This design comes from an exercise in tuning for small area, a short achievable clock period and few clock cycles on the open sky130 flow, not from production work.
No functional check of the RTL was part of this run.
Power and IR drop assume default switching activity.

`design/flow/run.sh`:
```
#!/bin/bash
# synth_recipe.tcl (not shown) runs the flow's synth.tcl, then flattens the netlist and writes it again
# the make line also repeats each setting of config.mk as NAME=value (left out here)
make -C /OpenROAD-flow-scripts/flow DESIGN_CONFIG=/design/flow/config.mk WORK_HOME=/design/flow/orfs CLKGATE_MAP_FILE= SYNTH_SCRIPT=/design/flow/synth_recipe.tcl finish
```
`design/flow/design.v`:
```
module convolution_core (
input clk,
input reset,
input [31:0] t1,
input [31:0] t2,
input [31:0] t3,
input [31:0] t4,
input [2:0] k,
output [31:0] ret
);
	reg [31:0] acc_s, acc_c;
	reg        rst_q;
	assign ret = acc_s + acc_c;
	wire [31:0] xs = acc_s & {32{~rst_q}};
	wire [31:0] xc = acc_c & {32{~rst_q}};
	wire [31:0] sa = xs ^ xc ^ t1;
	wire [31:0] ca = {(xs[30:0] & xc[30:0]) | (xs[30:0] & t1[30:0]) | (xc[30:0] & t1[30:0]), k[0]};
	wire [31:0] sb = t2 ^ t3 ^ t4;
	wire [31:0] cb = {(t2[30:0] & t3[30:0]) | (t2[30:0] & t4[30:0]) | (t3[30:0] & t4[30:0]), k[1]};
	wire [31:0] sc = sa ^ ca ^ sb;
	wire [31:0] cc = {(sa[30:0] & ca[30:0]) | (sa[30:0] & sb[30:0]) | (ca[30:0] & sb[30:0]), k[2]};
	wire [31:0] sd = sc ^ cc ^ cb;
	wire [31:0] cd = {(sc[30:0] & cc[30:0]) | (sc[30:0] & cb[30:0]) | (cc[30:0] & cb[30:0]), 1'b0};
	always @(posedge clk) begin
		rst_q <= reset;
		acc_s <= sd;
		acc_c <= cd;
	end
endmodule
`timescale 1 ps / 1 ps
module chris_slave (
		input  wire [3:0]  avs_s0_address,
		input  wire        avs_s0_read,
		output wire [31:0] avs_s0_readdata,
		input  wire        avs_s0_write,
		input  wire [31:0] avs_s0_writedata,
		output wire        avs_s0_waitrequest,
		input  wire        clock_clk,
		input  wire        reset_reset,
		output wire        LEDR
	);
	wire [3:0]  a   = avs_s0_address;
	wire [31:0] wd  = avs_s0_writedata;
	wire        rst = reset_reset;
	wire        wr  = avs_s0_write;
	wire        rd  = avs_s0_read;
	reg  [31:0] v0, v1, v2, v3, v4, v5, v6, v7, v8;
	reg  [31:0] rdata;     
	reg  [31:0] n1, n2, o2;
	reg  [2:0]  k;         
	reg         pv;        
	reg         wait_q;    
	reg         wait2;     
	reg         led_q;     
	assign avs_s0_readdata    = rdata;
	assign avs_s0_waitrequest = wait_q;
	assign LEDR               = led_q;
	wire [31:0] wdm = wd & {32{~rst}};
	always @(posedge clock_clk) begin
		if (rst | (wr && a == 4'd0)) v0 <= wdm;
		if (rst | (wr && a == 4'd1)) v1 <= wdm;
		if (rst | (wr && a == 4'd2)) v2 <= wdm;
		if (rst | (wr && a == 4'd3)) v3 <= wdm;
		if (rst | (wr && a == 4'd4)) v4 <= wdm;
		if (rst | (wr && a == 4'd5)) v5 <= wdm;
		if (rst | (wr && a == 4'd6)) v6 <= wdm;
		if (rst | (wr && a == 4'd7)) v7 <= wdm;
		if (rst | (wr && a == 4'd8)) v8 <= wdm;
	end
	reg  [31:0] vmux;
	always @(*) begin
		case (a)
			4'd0: vmux = v0;
			4'd1: vmux = v1;
			4'd2: vmux = v2;
			4'd3: vmux = v3;
			4'd4: vmux = v4;
			4'd5: vmux = v5;
			4'd6: vmux = v6;
			4'd7: vmux = v7;
			default: vmux = v8;
		endcase
	end
	wire [31:0] res;
	wire [31:0] rmux = (a == 4'd9) ? res : (a > 4'd9) ? 32'hffffffff : vmux;
	function [31:0] shl;
		input [31:0] x;
		input [1:0] s;
		case (s)
			2'd0: shl = x;
			2'd1: shl = {x[30:0], 1'b0};
			2'd2: shl = {x[29:0], 2'b0};
			default: shl = {x[28:0], 3'b0};
		endcase
	endfunction
	reg [4:0] w;
	always @(*) begin
		case (a)
			4'd0: w = 5'b00_0_00;    
			4'd1: w = 5'b00_0_01;    
			4'd2: w = 5'b11_0_10;    
			4'd3: w = 5'b00_0_10;    
			4'd4: w = 5'b10_0_10;    
			4'd5: w = 5'b10_1_10;    
			4'd6: w = 5'b11_0_11;    
			4'd7: w = 5'b00_0_11;    
			default: w = 5'b10_0_11;    
		endcase
	end
	wire on  = wr && (a[3] == 1'b0 || a == 4'd8);
	wire two = on && w[4];
	wire neg = w[3];
	wire [31:0] wd2  = w[2] ? {wd[30:0], 1'b0} : wd;
	wire [31:0] old2 = w[2] ? {vmux[30:0], 1'b0} : vmux;
	always @(posedge clock_clk) begin
		rdata <= on ? ~shl(vmux, w[1:0]) : rmux;
		n1    <= on ? shl(wd, w[1:0]) : 32'd0;
		n2    <= two ? (neg ? ~wd2 : wd2) : 32'd0;
		o2    <= two ? (neg ? old2 : ~old2) : 32'd0;
		k     <= {two & ~neg, on, two & neg};
		pv    <= on;
	end
	always @(posedge clock_clk) begin
		if (rst) begin
			wait_q <= 1'b0;
			wait2  <= 1'b0;
			led_q  <= 1'b0;
		end else begin
			if (wr && a == 4'd8) begin
				wait_q <= 1'b1;
				wait2  <= 1'b0;
				led_q  <= 1'b1;
			end else if (rd) begin
				if (wait_q) begin
					wait2 <= 1'b1;
					if (wait2) wait_q <= 1'b0;
				end else begin
					led_q <= 1'b0;
				end
			end
		end
	end
	convolution_core acc (
		.clk(clock_clk),
		.reset(rst),
		.t1(n1),
		.t2(n2),
		.t3(rdata & {32{pv}}),
		.t4(o2),
		.k(k),
		.ret(res)
	);
endmodule
```
`design/flow/config.mk`:
```
export PLATFORM = sky130hd
export DESIGN_NAME = chris_slave
export DESIGN_NICKNAME = chris_slave
export VERILOG_FILES = /design/flow/design.v
export SDC_FILE = /design/flow/constraint.sdc
export NUM_CORES = 4
export LEC_CHECK = 0
export ABC_CLOCK_PERIOD_IN_PS = 2300
export CAP_MARGIN = 20
export CORE_MARGIN = 2
export CORE_UTILIZATION = 40
export SETUP_SLACK_MARGIN = 3.6
export SLEW_MARGIN = 20
```
`design/flow/constraint.sdc`:
```
create_clock -name core_clock -period 6.0 [get_ports {clock_clk}]
set_input_delay 1.2000 -clock core_clock [delete_from_list [all_inputs] [get_ports {clock_clk}]]
set_output_delay 1.2000 -clock core_clock [all_outputs]
set_load 0.01 [all_outputs]
```
==> run summary <==
-- through the flow --
stage,hold slack (ps),util [%],area (um2)
4_1_cts,473.7,51.01,29990
3_5_place_dp,460.0,43.26,25440
3_3_place_gp,455.2,43.25,25430
5_1_grt,485.5,53.92,31700
2_1_floorplan,436.6,-,24360
6_report,468.7,53.92,31700
-- power breakdown --
group / leakage [nW] / internal (mW) / switching, mW
Combinational: 6.83 / 1.29 / 1.58
Sequential: 4.43 / 3.97 / 0.255
Clock: 0.825 / 1.87 / 1.38
-- layout make-up --
cell class / instances / area, um2 / share of cell area [%]
inverters: 41 / 175.2 / 0.5526
multi-input cells: 1400 / 12330 / 38.89
flip-flops and latches: 486 / 12680 / 39.99
well taps: 773 / 967.2 / 3.051
clock buffers: 64 / 1408 / 4.440
clock inverters: 30 / 281.5 / 0.8881
diodes: 1 / 2.502 / 0.007894
repair buffers: 310 / 3862 / 12.18
-- sequential cells by signal, summed over array words and instances, names as in the netlist, 31 cells and up --
signal,count
rdata,32
o2,32
v8,32
v2,32
v1,32
v7,32
v4,32
n1,32
v6,32
v5,32
acc.acc_s,32
v0,32
n2,32
acc.acc_c,31
v3,32
-- what timing repair did --
| item | in CTS | in global routing |
|---|---|---|
| setup buffers | 99 | 73 |
| pin swaps | 104 | 134 |
| endpoints found under the hold margin | 0 | 0 |
| gates resized for setup | 416 | 175 |
| endpoints found under the setup margin | 518 | 246 |
| gates cloned | 28 | 15 |
-- metal layers --
metal / up-vias / part of all wire (%) / GRT usage, %
met5: - / 0 / 0
met4: 0 / 5.6 / 11.62
met3: 299 / 12 / 6.078
met2: 1391 / 45 / 41.80
met1: 9420 / 38 / 37.82
li1: 8013 / - / -
-- cells by family (layout without fill, tap and decap cells) --
family,count (synthesis),after routing
AO/OA/AOI/OAI,618,629
flip-flops,486,486
AND/OR/NAND/NOR,483,486
buffers and inverters,178,445
adder cells (fa/ha/maj),158,158
multiplexers,68,68
XOR/XNOR,59,59
other,0,1
-- final timing paths --
kind           startpoint         to  slack [ps]  cells past startpoint
max          acc.acc_c[5]  rdata[30]        3170                     10
max reg2reg  acc.acc_c[5]  rdata[30]        3170                     10
min                 wait2      wait2         470                      2
min reg2reg         wait2      wait2         470                      2
-- placed cells by master, fill, tap and decap left out, types with 12 or more instances in the layout --
master / count
sky130_fd_sc_hd__o21ai_1: 52
sky130_fd_sc_hd__o21ai_4: 14
sky130_fd_sc_hd__edfxtp_1: 288
sky130_fd_sc_hd__buf_16: 12
sky130_fd_sc_hd__buf_4: 128
sky130_fd_sc_hd__nor2b_1: 81
sky130_fd_sc_hd__o21ai_2: 19
sky130_fd_sc_hd__inv_1: 34
sky130_fd_sc_hd__a21oi_2: 34
sky130_fd_sc_hd__a221o_1: 14
sky130_fd_sc_hd__nand2_1: 132
sky130_fd_sc_hd__bufbuf_16: 14
sky130_fd_sc_hd__nor2_1: 108
sky130_fd_sc_hd__buf_6: 31
sky130_fd_sc_hd__ha_1: 15
sky130_fd_sc_hd__fa_1: 122
sky130_fd_sc_hd__o22ai_1: 13
sky130_fd_sc_hd__clkbuf_16: 64
sky130_fd_sc_hd__dfxtp_2: 42
sky130_fd_sc_hd__ha_4: 15
sky130_fd_sc_hd__o21ai_0: 91
sky130_fd_sc_hd__a21o_1: 13
sky130_fd_sc_hd__mux2i_1: 47
sky130_fd_sc_hd__nand2b_1: 18
sky130_fd_sc_hd__a22oi_2: 16
sky130_fd_sc_hd__buf_12: 34
sky130_fd_sc_hd__o22ai_2: 13
sky130_fd_sc_hd__dfxtp_1: 153
sky130_fd_sc_hd__clkdlybuf4s15_2: 20
sky130_fd_sc_hd__a31oi_1: 39
sky130_fd_sc_hd__xnor2_1: 39
sky130_fd_sc_hd__a22oi_1: 44
sky130_fd_sc_hd__o21a_1: 12
sky130_fd_sc_hd__a21oi_1: 124
sky130_fd_sc_hd__clkdlybuf4s50_1: 33
sky130_fd_sc_hd__a221oi_1: 17
sky130_fd_sc_hd__and2_1: 32
-- worst reg2reg max path, stage by stage (launching register included) --
cell	delay, ps
sky130_fd_sc_hd__dfxtp_2	340
sky130_fd_sc_hd__ha_4	250
sky130_fd_sc_hd__a21o_1	190
sky130_fd_sc_hd__a221o_1	380
sky130_fd_sc_hd__o2111ai_4	330
sky130_fd_sc_hd__a31oi_4	160
sky130_fd_sc_hd__a311o_1	330
sky130_fd_sc_hd__a21o_1	230
sky130_fd_sc_hd__a31oi_4	200
sky130_fd_sc_hd__xnor2_2	120
sky130_fd_sc_hd__o22a_1	180
==> impl_metrics.toml <==
[die]
pin_count = 74
core_region_area_mm2 = 0.05880
floorplan.rows = 89
start_util_pct = 40.26
dieWidth_um = 247.3
die_height_um = 247.3
die_area_mm2 = 0.06115

[place]
dp_cells = 2795
weighted_congestion_at_the_end_of_routability_driven_global_placement = 0.9016
dp_hpwl_mm = 48.91
setup_ws_pre_cts_ps = 1571
port_buffer_count = 73

[timing]
postLayoutSetupSlackWorst_ps = 3170
timing.final.crit_period_ps = 2830
finalSetupTns_ps = 0
period_utilization_post_route_pct = 47.17
rsz0062_at_grt = "true"
final_report_hold_violation_count = 0
slew-limit-headroom_pct = 32.33
slew_violations = 0
worst_clock_skew_ps = 19.09
worst-slew-pin-transition_ps = 1013
total_setup_violations_reported_at_the_end_of_the_flow = 0
max_clock_freq_ghz = 0.3534

[synthesis]
number_of_enable_flip_flop_cells_after_synthesis = 288
synth_compound_area_share_pct = 16.32
synth_cells = 2050
async_reset_ff_share_pct = 0
postSynthAreaPerCell_um2 = 11.55
syn-cell-area_mm2 = 0.02367
ys.warnings.count = 2
netlist.top_cell.by_area = "sky130_fd_sc_hd__edfxtp_1"
synth_flop_cell = "sky130_fd_sc_hd__edfxtp_1"
synthDominantCellAreaShare_pct = 36.53
yosysMostFrequentCell = "sky130_fd_sc_hd__edfxtp_1"
synth_commonest_cells = "288 x sky130_fd_sc_hd__edfxtp_1, 198 x sky130_fd_sc_hd__dfxtp_1, 174 x sky130_fd_sc_hd__o21ai_0"
ys_seq_elements = 486
syn-num-nets = 2245
dominant_combinational_cell_family_by_area_after_synthesis = "compound AO/OA/AOI/OAI gates"
post_synth_xor_area_fraction_pct = 2.183
synthTopCellsByArea = "sky130_fd_sc_hd__edfxtp_1 37%, sky130_fd_sc_hd__dfxtp_1 17%, sky130_fd_sc_hd__fa_1 10%"
synth_simple_gate_area_share_pct = 9.788
synth-seq-area-share_pct = 53.27
synthMuxAreaShare_pct = 3.219
synth_adder_area_share_pct = 12.25
post_synth_num_cell_types = 62

[critical_path]
critical_path.max_fanout = 4
cp.required_ps = 6490
worstSetupPathType = "flop to flop"
critPathTopFamily = "compound AO/OA/AOI/OAI gates"
critical-path-max-stage-delay_ps = 380
cp.arrival_ps = 3320
timing.critical_path.buf_inv = 0
critical_path.endpoint_type = "flop"
worst_setup_path_start_kind = "flop"
critical-path-slowest-cell = "sky130_fd_sc_hd__a221o_1"
cp_cell_sequence = "ha_4 -> a21o_1 -> a221o_1 -> o2111ai_4 -> a31oi_4 -> a311o_1 -> a21o_1 -> a31oi_4 -> xnor2_2 -> o22a_1"

[final_layout]
syn2layout_area_growth_pct = 33.90
post_route_cells_drive_above_1_share_pct = 29.99
design.final.nets = 2486
layoutNonFillerInstCount = 3105
fillers = 4778

[cts]
cts_hold_buf = 0
cts-buffers-inserted = 52
cts_root_buffer = "sky130_fd_sc_hd__clkbuf_16"
worst_skew_pair_later_pin_latency_ps = 620
tritoncts_num_sinks = 486
clock_input_transition_at_the_sequential_cells_of_the_worst_setup_and_hold_paths_ps = 60
cts.htree.levels = 2
tritoncts = "built"
clk_path_buf_depth = 3

[detailed_routing]
route.detailed.wl_per_inst_um = 28.94
detailroute.via_count = 19123
post_drt_via_cell_ratio = 6.159
ant_nets_after_route = 0
detailed_route_iter0_violations = 3171
final_wirelength_mm = 89.86
drc = 0
dr.pass1.iters = 8

[global_routing]
grt_overflow = 0
first_global_vias = 18402
initial_antenna_violation_count = 3
grt_use_total_pct = 27.47
grt_start_max_net_pins = 66
global_route_wire_length_before_repair_mm = 123.3

[power]
power_density_mw_per_mm2 = 326.5
max-vdd-ir-drop_v = 0.0002133
power_mw = 10.35
leakagePower_nw = 12.08

[run_status]
outcome = "no timing/DRC/antenna violations"

[hold_path]
hold_path_class = "flop to flop"

[job]
drv.max_cap_violation_count = 0

what the ideal ports hide:
No port has a modelled driver above. Below, the same layout with a new extraction and two added sets of constraints.
Step 1 sets driving cells, clkbuf_16 on the clock port and buf_2 on the other inputs (assumed; they add their load-dependent delay and slew).
Step 2 moves the port delays by t, midway between the first and last clock arrival at a register: inputs arrive t later, outputs are due t later. That takes back most of the time a late clock gives input paths.
a / b / c = ideal / step 1 / step 2; a / b = the first two.
shift t [ns]: 0.673
slack for setup (ns): 3.170 / 3.144 / 2.471
latest minus earliest clock arrival (ns): 0.023 / 0.023
After both steps this run still meets setup and hold. For this run, drivers alone change the setup slack by -0.026 ns; drivers and shift together by -0.699 ns.
